Context: an optimization exercise on an open-source flow, tuned for small area. The choices shown serve that exercise and are no tape-out recipe. Only simulation tests tie the RTL to the original design; equivalence was not proved. No driver is modelled on the clock port, so clock power and skew are understated where the tree is cut down; a real chip needs a root buffer or a tree. No activity file was given, so power comes from the tool's default toggle rates.

==> 07-13: inputs <==
==> flow/design.v <==
`timescale 1ns / 1ps
module ac_dig10(input [3:0] q, input ci, output [3:0] n, output co);
    assign n[0] = q[0] ^ ci;
    assign n[1] = q[1] ^ (ci & q[0] & ~q[3]);
    assign n[2] = q[2] ^ (ci & q[0] & q[1]);
    assign n[3] = q[3] ^ (ci & q[0] & (q[3] | (q[2] & q[1])));
    assign co   = ci & q[3] & q[0];
endmodule
module ac_dig6(input [2:0] q, input ci, output [2:0] n, output co);
    assign n[0] = q[0] ^ ci;
    assign n[1] = q[1] ^ (ci & q[0] & ~q[2]);
    assign n[2] = q[2] ^ (ci & q[0] & (q[1] | q[2]));
    assign co   = ci & q[2] & q[0];
endmodule
module ac_inc60(input [6:0] q, input ci, output [6:0] n, output co);
    wire cu;
    ac_dig10 u_u(.q(q[3:0]), .ci(ci), .n(n[3:0]), .co(cu));
    ac_dig6  u_t(.q(q[6:4]), .ci(cu), .n(n[6:4]), .co(co));
endmodule
module ac_inc24(input [5:0] q, input ci, output [5:0] n);
    wire w  = ci & q[5] & q[1] & q[0];               
    wire cu = ci & q[3] & q[0];                      
    assign n[0] = q[0] ^ ci;
    assign n[1] = q[1] ^ (ci & q[0] & ~q[3]);
    assign n[2] = q[2] ^ (ci & q[0] & q[1] & ~q[5]);
    assign n[3] = q[3] ^ (ci & q[0] & (q[3] | (q[2] & q[1])));
    assign n[4] = q[4] ^ cu;
    assign n[5] = (q[5] & ~w) | (cu & q[4]);
endmodule
module ac_timebase(
    input clk, input rst,
    output scan_en, output led_en, output tick
);
    logic [3:0] c0, c1, c2;
    wire [3:0] n0, n1, n2;
    wire k0, k1, k2;
    ac_dig10 u_d0(.q(c0), .ci(1'b1), .n(n0), .co(k0));
    ac_dig10 u_d1(.q(c1), .ci(k0),   .n(n1), .co(k1));
    ac_dig10 u_d2(.q(c2), .ci(k1),   .n(n2), .co(k2));
    always_ff @(posedge clk) begin
        if (rst) begin
            c0 <= 4'd0; c1 <= 4'd0; c2 <= 4'd0;
        end else begin
            c0 <= n0; c1 <= n1; c2 <= n2;
        end
    end
    assign scan_en = c0[2] & ~c0[1] & ~c0[0];                          
    assign led_en  = c0[3] & c0[0] & c1[2] & ~c1[1] & ~c1[0];          
    assign tick    = c2[2] & c2[0] & ~c2[1] & ~c1[3] & ~c1[2] & ~c1[1] & ~c1[0]
                     & ~c0[3] & ~c0[2] & ~c0[1] & c0[0];               
endmodule
module ac_debounce(
    input clk, input rst, input in_btn, output pulse
);
    logic d1, d2, outb, p1, p2, flag;
    logic [4:0] lf;
    wire edg = d1 ^ d2;
    wire last = ~lf[4] & lf[3] & lf[2] & lf[1] & lf[0];
    always_ff @(posedge clk) begin
        p2 <= p1;        
        lf <= edg ? 5'b11111 : {lf[3:0], lf[4] ^ lf[2]};
        if (rst) begin
            d1 <= 1'b0; d2 <= 1'b1; outb <= 1'b0; p1 <= 1'b0; flag <= 1'b0;
        end else begin
            d1 <= in_btn;
            d2 <= d1;
            outb <= flag ? d2 : outb;
            p1 <= outb;
            flag <= ~edg & (flag | last);
        end
    end
    assign pulse = p1 & ~p2;
endmodule
module ac_time(
    input clk, input rst, input amode, input [1:0] pulse, input tick,
    output [5:0] dh, output logic [6:0] cm, output logic [6:0] am, output logic [6:0] cs,
    output logic alarm_q
);
    logic [5:0] ch, ah;
    assign dh = amode ? ah : ch;
    wire [6:0] cs_n, cm_e, cm_n, am_n;
    wire [5:0] ch_e, ch_n, ah_n;
    wire cs_c, cm_c, x1, x2;
    ac_inc60 u_cs (.q(cs),   .ci(tick),               .n(cs_n), .co(cs_c));
    ac_inc60 u_cme(.q(cm),   .ci(pulse[0] & ~amode),  .n(cm_e), .co(x1));
    ac_inc60 u_cmn(.q(cm_e), .ci(cs_c),               .n(cm_n), .co(cm_c));
    ac_inc24 u_che(.q(ch),   .ci(pulse[1] & ~amode),  .n(ch_e));
    ac_inc24 u_chn(.q(ch_e), .ci(cm_c),               .n(ch_n));
    ac_inc60 u_am (.q(am),   .ci(pulse[0] & amode),   .n(am_n), .co(x2));
    ac_inc24 u_ah (.q(ah),   .ci(pulse[1] & amode),   .n(ah_n));
    always_ff @(posedge clk) begin
        if (rst) begin
            cs <= 7'd0; cm <= 7'd0; ch <= 6'd0;
            am <= 7'd1; ah <= 6'd0;
            alarm_q <= 1'b0;
        end else begin
            cs <= cs_n;
            cm <= cm_n;
            ch <= ch_n;
            am <= am_n;
            ah <= ah_n;
            alarm_q <= ~amode & (ch == ah) & (cm == am) & (cs == 7'd0);
        end
    end
endmodule
module ac_display(
    input clk, input rst, input scan_en, input mode12, input amode,
    input [5:0] dh, input [6:0] cm, input [6:0] am, input [6:0] cs,
    output [6:0] seg, output dp, output [5:0] an, output pm
);
    wire h_ge13 = dh[5] | (dh[4] & (dh[3] | dh[2] | (dh[1] & dh[0])));
    assign pm = mode12 & h_ge13;
    wire [5:0] hd = ~pm   ? dh :
                    dh[5] ? {1'b0, dh[1], ~dh[1], 2'b00, dh[0]} :
                            {2'b00, 1'b0, dh[3] | (dh[2] & dh[1]), ~dh[1], dh[0]};
    logic [2:0] j;
    always_ff @(posedge clk) begin
        if (rst)          j <= 3'b000;
        else if (scan_en) j <= {j[1:0], ~j[2]};
    end
    wire [5:0] sel;
    assign sel[0] = ~j[2] & ~j[0];
    assign sel[1] = j[0] & ~j[1];
    assign sel[2] = j[1] & ~j[2];
    assign sel[3] = j[2] & j[0];
    assign sel[4] = j[1] & ~j[0];
    assign sel[5] = j[2] & ~j[1];
    wire [3:0] digit = ({4{sel[0] & ~amode}} & cs[3:0])
                     | ({4{sel[1] & ~amode}} & {1'b0, cs[6:4]})
                     | ({4{sel[2] & ~amode}} & cm[3:0])
                     | ({4{sel[2] &  amode}} & am[3:0])
                     | ({4{sel[3] & ~amode}} & {1'b0, cm[6:4]})
                     | ({4{sel[3] &  amode}} & {1'b0, am[6:4]})
                     | ({4{sel[4]}} & hd[3:0])
                     | ({4{sel[5]}} & {2'b0, hd[5:4]});
    wire b3 = digit[3], b2 = digit[2], b1 = digit[1], b0 = digit[0];
    wire sa = b3 | b1 | ~(b2 ^ b0);
    wire sb = ~b2 | ~(b1 ^ b0);
    wire sc = b2 | ~b1 | b0;
    wire sd = b3 | (~b2 & ~b0) | (b1 & ~b0) | (~b2 & b1) | (b2 & ~b1 & b0);
    wire se = (~b2 & ~b0) | (b1 & ~b0);
    wire sf = b3 | (~b1 & ~b0) | (b2 & ~b1) | (b2 & ~b0);
    wire sg = b3 | (b2 ^ b1) | (b1 & ~b0);
    assign seg = ~{sa, sb, sc, sd, se, sf, sg};
    assign dp = ~sel[2];
    assign an = ~sel;
endmodule
module ac_led(
    input clk, input rst, input alarm, input led_en, input pm, output [7:0] led
);
    logic lstate;
    logic [5:0] lcnt;
    always_ff @(posedge clk) begin
        if (rst) lstate <= 1'b0;
        else     lstate <= alarm | (lstate & ~(&lcnt));
        if (rst | (led_en & ~lstate)) lcnt <= 6'd0;
        else if (led_en)              lcnt <= lcnt + 6'd1;
    end
    wire [7:0] shift = 8'd1 << lcnt[2:0];
    assign led[7:1] = lstate ? shift[7:1] : 7'd0;
    assign led[0]   = lstate ? shift[0] : pm;
endmodule
module topmodule(
    input CLK100MHZ,
    input CPU_RESETN,
    input [1:0]SW,
    input BTNL, BTNR,
    output CA, CB, CC, CD, CE, CF, CG, DP,
    output [7:0]AN,
    output [7:0]LED
);
    wire clk = CLK100MHZ;
    wire rst = ~CPU_RESETN;
    wire scan_en, led_en, tick, alarm_q, pm;
    wire [1:0] pulse;
    wire [5:0] dh;
    wire [6:0] cm, am, cs;
    wire [5:0] an;
    ac_timebase u_tb(.clk(clk), .rst(rst), .scan_en(scan_en), .led_en(led_en), .tick(tick));
    ac_debounce u_dl(.clk(clk), .rst(rst), .in_btn(BTNL), .pulse(pulse[1]));
    ac_debounce u_dr(.clk(clk), .rst(rst), .in_btn(BTNR), .pulse(pulse[0]));
    ac_time u_time(.clk(clk), .rst(rst), .amode(SW[1]), .pulse(pulse), .tick(tick),
                   .dh(dh), .cm(cm), .am(am), .cs(cs), .alarm_q(alarm_q));
    ac_display u_disp(.clk(clk), .rst(rst), .scan_en(scan_en), .mode12(SW[0]), .amode(SW[1]),
                      .dh(dh), .cm(cm), .am(am), .cs(cs),
                      .seg({CA, CB, CC, CD, CE, CF, CG}), .dp(DP), .an(an), .pm(pm));
    assign AN = {an, 2'b11};
    ac_led u_led(.clk(clk), .rst(rst), .alarm(alarm_q), .led_en(led_en), .pm(pm), .led(LED));
endmodule
==> flow/flow/run.sh <==
#!/bin/bash
# Own layout flow: the standard flow, with these changes.
#  1. After the standard synthesis (bash standard.sh synth, unchanged), the
#     combinational logic between the flip-flops is re-mapped by ABC with an
#     area-oriented script (deepsyn + area mapping), four seeds in parallel,
#     keeping the smallest result. Flip-flop instances, their names and cell
#     types stay exactly as the standard synthesis made them.
#  2. Port buffers are the smallest buffer (buf_1) instead of clkdlybuf4s50_1.
#  3. CTS without dummy loads, clkbuf_8 only.
# Each tool's output goes to a log file of its own in the work folder.
set -euo pipefail
W=$(pwd)
R=$W/orfs/results/${FLOW_PLATFORM}/topmodule/base
LIB=$FLOW_HOME/platforms/sky130hd/lib/sky130_fd_sc_hd__tt_025C_1v80.lib

bash standard.sh synth > $W/log_1_synth.txt 2>&1

cp $R/1_2_yosys.v $W/synth_standard.v
DU=$(sed -n '/^export DONT_USE_CELLS/,/^$/p' $FLOW_HOME/platforms/sky130hd/config.mk \
     | grep -oE 'sky130_fd_sc_hd__[a-z0-9_]+' | sort -u | sed 's/^/-dont_use /' | tr '\n' ' ')
for s in 1 2 3 4; do
  sed -e "s#SEED#$s#" $W/flow/abc_area.script > $W/abc_area_$s.script
  sed -e "s#@LIB@#$LIB#g" -e "s#@DU@#$DU#g" -e "s#@IN@#$W/synth_standard.v#g" \
      -e "s#@OUT@#$W/synth_reabc_$s.v#g" -e "s#@SCRIPT@#$W/abc_area_$s.script#g" \
      $W/flow/reabc.ys > $W/reabc_$s.ys
  yosys -s $W/reabc_$s.ys > $W/log_reabc_$s.txt 2>&1 &
done
wait
best=""; besta=""
for s in 1 2 3 4; do
  a=$(grep 'Chip area for module' $W/synth_reabc_$s.v.stat_after.txt | awk '{print $NF}')
  echo "seed $s: $a" >> $W/log_reabc_pick.txt
  if [[ -z "$best" ]] || awk -v a="$a" -v b="$besta" 'BEGIN{exit !(a < b)}'; then best=$s; besta=$a; fi
done
echo "picked seed $best ($besta)" >> $W/log_reabc_pick.txt
cp $W/synth_reabc_$best.v $R/1_2_yosys.v
rm -f $R/1_synth.odb $R/1_synth.sdc

bash standard.sh \
    BUFFER_PORTS_ARGS="-buffer_cell sky130_fd_sc_hd__buf_1" \
    CTS_ARGS="-sink_clustering_enable -repair_clock_nets -dont_use_dummy_load -buf_list sky130_fd_sc_hd__clkbuf_8" \
    finish > $W/log_2_layout.txt 2>&1
==> flow/flow/abc_area.script <==
strash
&get -n
&deepsyn -T 60 -S SEED
&put
strash
&get -n
&dch -f
&nf -R 1000
&put
mfs2
strash
&get -n
&dch -f
&nf -R 1000
&put
topo
==> flow/flow/reabc.ys <==
# Re-map the combinational logic of the standard synthesis netlist.
read_liberty -ignore_miss_func @LIB@
read_verilog @IN@
hierarchy -top topmodule
# keep flip-flops and tie cells as they are
blackbox sky130_fd_sc_hd__dfxtp_* sky130_fd_sc_hd__dfrtp_* sky130_fd_sc_hd__dfstp_* sky130_fd_sc_hd__dfbbp_* sky130_fd_sc_hd__dfrbp_* sky130_fd_sc_hd__dfsbp_* sky130_fd_sc_hd__dfxbp_* sky130_fd_sc_hd__edfxtp_* sky130_fd_sc_hd__conb_1
# private names for the combinational cells, so that flattening keeps the
# standard netlist's net names
rename -hide t:sky130_fd_sc_hd__* t:sky130_fd_sc_hd__df* %d t:sky130_fd_sc_hd__conb_1 %d
flatten
opt_clean
tee -o @OUT@.stat_before.txt stat -liberty @LIB@
abc -liberty @LIB@ @DU@ -script @SCRIPT@
opt_clean -purge
splitnets
opt_clean -purge
hilomap -singleton -hicell sky130_fd_sc_hd__conb_1 HI -locell sky130_fd_sc_hd__conb_1 LO
insbuf -buf sky130_fd_sc_hd__buf_1 A X
write_verilog -noattr -nohex -nodec -selected @OUT@.tmp.v
design -reset
read_liberty -lib @LIB@
read_verilog @OUT@.tmp.v
hierarchy -check -top topmodule
tee -o @OUT@.stat_after.txt stat -liberty @LIB@
check -assert -mapped
write_verilog -noattr -nohex -nodec @OUT@
==> flow/standard.sh <==
#!/bin/bash
# synth_recipe.tcl (not shown) runs the flow's synth.tcl, then flattens the netlist and writes it again
# the make line also repeats each setting of config.mk as NAME=value (left out here)
make -C /OpenROAD-flow-scripts/flow DESIGN_CONFIG=/design/flow/config.mk WORK_HOME=/design/flow/orfs CLKGATE_MAP_FILE= SYNTH_SCRIPT=/design/flow/synth_recipe.tcl "${@:-finish}"
==> flow/config.mk <==
export PLATFORM = sky130hd
export DESIGN_NAME = topmodule
export DESIGN_NICKNAME = topmodule
export VERILOG_FILES = /design/flow/design.v
export SDC_FILE = /design/flow/constraint.sdc
export NUM_CORES = 4
export LEC_CHECK = 0
export CAP_MARGIN = 20
export CORE_MARGIN = 2
export CORE_UTILIZATION = 40
export SLEW_MARGIN = 20
==> flow/constraint.sdc <==
create_clock -name core_clock -period 10.0 [get_ports {CLK100MHZ}]
set_input_delay 2.0000 -clock core_clock [delete_from_list [all_inputs] [get_ports {CLK100MHZ}]]
set_output_delay 2.0000 -clock core_clock [all_outputs]
set_load 0.01 [all_outputs]
==> 09-28 (differences from 07-13) <==
==> flow/design.v, changed modules only <==
module ac_timebase(
    input clk, input rst,
    output scan_en, output led_en, output tick
);
    logic [3:0] c0, c1, c2;
    wire [3:0] n0, n1, n2;
    wire k0, k1, k2;
    ac_dig10 u_d0(.q(c0), .ci(1'b1), .n(n0), .co(k0));
    ac_dig10 u_d1(.q(c1), .ci(k0),   .n(n1), .co(k1));
    ac_dig10 u_d2(.q(c2), .ci(k1),   .n(n2), .co(k2));
    always_ff @(posedge clk) begin
        if (rst) begin
            c0 <= 4'd8; c1 <= 4'd9; c2 <= 4'd4;
        end else begin
            c0 <= n0; c1 <= n1; c2 <= n2;
        end
    end
    assign scan_en = ~c0[2] & c0[1] & ~c0[0];                          
    assign led_en  = c1[2] & ~c1[1] & ~c1[0] & c0[2] & c0[1] & c0[0];   
    assign tick    = k2;                                               
endmodule
module ac_debounce(
    input clk, input rst, input in_btn, output pulse
);
    logic d1, d2, outb, p1, p2, flag;
    logic [4:0] lf;
    wire edg = d1 ^ d2;
    wire last = ~lf[3] & ~lf[2] & ~lf[1] & ~lf[0];
    always_ff @(posedge clk) begin
        p2 <= p1;        
        lf <= edg ? 5'b00001 : {lf[3:0], lf[4] ^ lf[2]};
        if (rst) begin
            d1 <= 1'b0; d2 <= 1'b1; outb <= 1'b0; p1 <= 1'b0; flag <= 1'b0;
        end else begin
            d1 <= in_btn;
            d2 <= d1;
            outb <= flag ? d2 : outb;
            p1 <= outb;
            flag <= ~edg & (flag | last);
        end
    end
    assign pulse = p1 & ~p2;
endmodule
--- a/flow/flow/run.sh
+++ b/flow/flow/run.sh
@@ -7,5 +7,6 @@
 #     types stay exactly as the standard synthesis made them.
 #  2. Port buffers are the smallest buffer (buf_1) instead of clkdlybuf4s50_1.
-#  3. CTS without dummy loads, clkbuf_8 only.
+#  3. Clock buffering by hand (flow/mycts.tcl): the clock port drives four
+#     clkbuf_16, each driving a k-means cluster of flip-flops.
 # Each tool's output goes to a log file of its own in the work folder.
 set -euo pipefail
@@ -39,4 +40,4 @@
 bash standard.sh \
     BUFFER_PORTS_ARGS="-buffer_cell sky130_fd_sc_hd__buf_1" \
-    CTS_ARGS="-sink_clustering_enable -repair_clock_nets -dont_use_dummy_load -buf_list sky130_fd_sc_hd__clkbuf_8" \
+    PRE_CTS_TCL="$W/flow/mycts_hook.tcl" \
     finish > $W/log_2_layout.txt 2>&1
==> flow/flow/mycts.tcl (new file) <==
# Clock buffering for a small design: the clock port drives K clock buffers
# directly, each buffer drives one cluster of flip-flops (k-means on the
# placed flip-flop locations). Used in place of TritonCTS's tree.
proc mycts_build {K master_name} {
  set db [ord::get_db]
  set block [ord::get_db_block]
  set master [$db findMaster $master_name]
  set clk_port_net ""
  foreach bt [$block getBTerms] {
    if {[$bt getName] == "CLK100MHZ"} { set clk_port_net [$bt getNet] }
  }
  set sinks {}
  foreach it [$clk_port_net getITerms] { lappend sinks $it }
  set n [llength $sinks]
  set xs {}; set ys {}
  foreach it $sinks {
    set box [[$it getInst] getBBox]
    lappend xs [expr {([$box xMin] + [$box xMax]) / 2.0}]
    lappend ys [expr {([$box yMin] + [$box yMax]) / 2.0}]
  }
  # k-means, seeded with sinks spread along the sorted x order
  set order [lsort -real -indices $xs]
  set cx {}; set cy {}
  for {set k 0} {$k < $K} {incr k} {
    set i [lindex $order [expr {int(($k + 0.5) * $n / $K)}]]
    lappend cx [lindex $xs $i]; lappend cy [lindex $ys $i]
  }
  set asg [lrepeat $n 0]
  for {set iter 0} {$iter < 50} {incr iter} {
    for {set i 0} {$i < $n} {incr i} {
      set best 0; set bd 1e30
      for {set k 0} {$k < $K} {incr k} {
        set d [expr {abs([lindex $xs $i] - [lindex $cx $k]) + abs([lindex $ys $i] - [lindex $cy $k])}]
        if {$d < $bd} { set bd $d; set best $k }
      }
      lset asg $i $best
    }
    for {set k 0} {$k < $K} {incr k} {
      set sx 0; set sy 0; set c 0
      for {set i 0} {$i < $n} {incr i} {
        if {[lindex $asg $i] == $k} { set sx [expr {$sx + [lindex $xs $i]}]; set sy [expr {$sy + [lindex $ys $i]}]; incr c }
      }
      if {$c > 0} { lset cx $k [expr {$sx / $c}]; lset cy $k [expr {$sy / $c}] }
    }
  }
  for {set k 0} {$k < $K} {incr k} {
    set inst [odb::dbInst_create $block $master "clkbuf_my_$k"]
    set net [odb::dbNet_create $block "clknet_my_$k"]
    $net setSigType CLOCK
    [$inst findITerm A] connect $clk_port_net
    [$inst findITerm X] connect $net
    for {set i 0} {$i < $n} {incr i} {
      if {[lindex $asg $i] == $k} {
        set it [lindex $sinks $i]
        $it disconnect
        $it connect $net
      }
    }
    $inst setLocation [expr {int([lindex $cx $k])}] [expr {int([lindex $cy $k])}]
    $inst setPlacementStatus PLACED
    puts "mycts: buffer $k at [lindex $cx $k] [lindex $cy $k]"
  }
}
==> flow/flow/mycts_hook.tcl (new file) <==
# PRE_CTS hook: the clock port drives four clkbuf_16 directly, each driving one
# k-means cluster of flip-flops; TritonCTS is then skipped.
source [file join [file dirname [info script]] mycts.tcl]
mycts_build 4 sky130_fd_sc_hd__clkbuf_8
set_propagated_clock [all_clocks]
proc clock_tree_synthesis {args} { puts "clock_tree_synthesis skipped: clock buffered by mycts" }
CORE_UTILIZATION = 60   (was 40)
PLACE_DENSITY = 0.85   (was unset)
==> 07-04 (differences from 07-13) <==
--- a/flow/flow/run.sh
+++ b/flow/flow/run.sh
@@ -7,5 +7,6 @@
 #     types stay exactly as the standard synthesis made them.
 #  2. Port buffers are the smallest buffer (buf_1) instead of clkdlybuf4s50_1.
-#  3. CTS without dummy loads, clkbuf_8 only.
+#  3. Clock buffering by hand (flow/mycts.tcl): the clock port drives four
+#     clkbuf_16, each driving a k-means cluster of flip-flops.
 # Each tool's output goes to a log file of its own in the work folder.
 set -euo pipefail
@@ -39,4 +40,4 @@
 bash standard.sh \
     BUFFER_PORTS_ARGS="-buffer_cell sky130_fd_sc_hd__buf_1" \
-    CTS_ARGS="-sink_clustering_enable -repair_clock_nets -dont_use_dummy_load -buf_list sky130_fd_sc_hd__clkbuf_8" \
+    PRE_CTS_TCL="$W/flow/mycts_hook.tcl" \
     finish > $W/log_2_layout.txt 2>&1
==> flow/flow/mycts.tcl (new file) <==
# Clock buffering for a small design: the clock port drives K clock buffers
# directly, each buffer drives one cluster of flip-flops (k-means on the
# placed flip-flop locations). Used in place of TritonCTS's tree.
proc mycts_build {K master_name} {
  set db [ord::get_db]
  set block [ord::get_db_block]
  set master [$db findMaster $master_name]
  set clk_port_net ""
  foreach bt [$block getBTerms] {
    if {[$bt getName] == "CLK100MHZ"} { set clk_port_net [$bt getNet] }
  }
  set sinks {}
  foreach it [$clk_port_net getITerms] { lappend sinks $it }
  set n [llength $sinks]
  set xs {}; set ys {}
  foreach it $sinks {
    set box [[$it getInst] getBBox]
    lappend xs [expr {([$box xMin] + [$box xMax]) / 2.0}]
    lappend ys [expr {([$box yMin] + [$box yMax]) / 2.0}]
  }
  # k-means, seeded with sinks spread along the sorted x order
  set order [lsort -real -indices $xs]
  set cx {}; set cy {}
  for {set k 0} {$k < $K} {incr k} {
    set i [lindex $order [expr {int(($k + 0.5) * $n / $K)}]]
    lappend cx [lindex $xs $i]; lappend cy [lindex $ys $i]
  }
  set asg [lrepeat $n 0]
  for {set iter 0} {$iter < 50} {incr iter} {
    for {set i 0} {$i < $n} {incr i} {
      set best 0; set bd 1e30
      for {set k 0} {$k < $K} {incr k} {
        set d [expr {abs([lindex $xs $i] - [lindex $cx $k]) + abs([lindex $ys $i] - [lindex $cy $k])}]
        if {$d < $bd} { set bd $d; set best $k }
      }
      lset asg $i $best
    }
    for {set k 0} {$k < $K} {incr k} {
      set sx 0; set sy 0; set c 0
      for {set i 0} {$i < $n} {incr i} {
        if {[lindex $asg $i] == $k} { set sx [expr {$sx + [lindex $xs $i]}]; set sy [expr {$sy + [lindex $ys $i]}]; incr c }
      }
      if {$c > 0} { lset cx $k [expr {$sx / $c}]; lset cy $k [expr {$sy / $c}] }
    }
  }
  for {set k 0} {$k < $K} {incr k} {
    set inst [odb::dbInst_create $block $master "clkbuf_my_$k"]
    set net [odb::dbNet_create $block "clknet_my_$k"]
    $net setSigType CLOCK
    [$inst findITerm A] connect $clk_port_net
    [$inst findITerm X] connect $net
    for {set i 0} {$i < $n} {incr i} {
      if {[lindex $asg $i] == $k} {
        set it [lindex $sinks $i]
        $it disconnect
        $it connect $net
      }
    }
    $inst setLocation [expr {int([lindex $cx $k])}] [expr {int([lindex $cy $k])}]
    $inst setPlacementStatus PLACED
    puts "mycts: buffer $k at [lindex $cx $k] [lindex $cy $k]"
  }
}
==> flow/flow/mycts_hook.tcl (new file) <==
# PRE_CTS hook: the clock port drives four clkbuf_16 directly, each driving one
# k-means cluster of flip-flops; TritonCTS is then skipped.
source [file join [file dirname [info script]] mycts.tcl]
mycts_build 4 sky130_fd_sc_hd__clkbuf_16
set_propagated_clock [all_clocks]
proc clock_tree_synthesis {args} { puts "clock_tree_synthesis skipped: clock buffered by mycts" }
==> run notes <==
In via count, 09-28 and 07-13 do not differ.
Between 09-28 and 07-13, the lower worst setup slack is in 09-28 (gap 0.57 ns).
Between 07-13 and 09-28, the lower first-iteration DRC count is in 07-13 (gap 45%, measured against 09-28).
Of 09-28 and 07-04, 09-28 has the higher wire length (gap 0.21%, measured against 07-04).
The highest global-route usage belongs to 09-28, the lowest to 07-04.
Between 09-28 and 07-04, the lower synthesized cell count is in 09-28 (gap about 2.4%, measured against 07-04).
Of 09-28 and 07-13, 07-13 has the higher die area (gap 33%, measured against 07-13).
Register-to-register slack: 09-28 > 07-13 > 07-04.
In 09-28 the combinational power is higher than in 07-04, by 28%.
Sequential share of layout area, highest first: 09-28, 07-04, 07-13.
In 09-28 and 07-04 the design's own scripts or RTL, not TritonCTS, make the clock network.

==> static timing again, ports no longer ideal <==
How much do the figures lean on ideal ports? The routed layouts below were timed once more, with nothing changed but the port constraints.
Step 1 (the two cells are an assumption about what drives the block):
set clk [get_ports {CLK100MHZ}]
set_driving_cell -lib_cell sky130_fd_sc_hd__clkbuf_16 $clk
set_driving_cell -lib_cell sky130_fd_sc_hd__buf_2 [delete_from_list [all_inputs] $clk]
Step 2 adds t to the input delays and takes it off the output delays; t is the mean of the earliest and latest rising clock arrival at the registers after step 1. Input paths then give back, and output paths get back, about the clock's delay inside the block.
Three values: ideal ports, drivers, drivers and shift; two values: the first two.
| run | t (ns) | setup slack, ns | hold WS [ns] | worst setup path after step 2 |
|---|---|---|---|---|
| 07-13 | 0.366 | 3.301 / 3.275 / 3.275 | 0.352 / 0.352 / 0.352 | input to output |
| 09-28 | 0.225 | 2.728 / 2.699 / 2.699 | 0.355 / 0.355 / 0.355 | input to output |
| 07-04 | 0.227 | 3.312 / 3.285 / 3.285 | 0.351 / 0.351 / 0.351 | input to output |
After both steps setup and hold are still met in every run listed. For 09-28, which loses most, drivers alone change the setup slack by -0.029 ns; drivers and shift together by -0.029 ns.
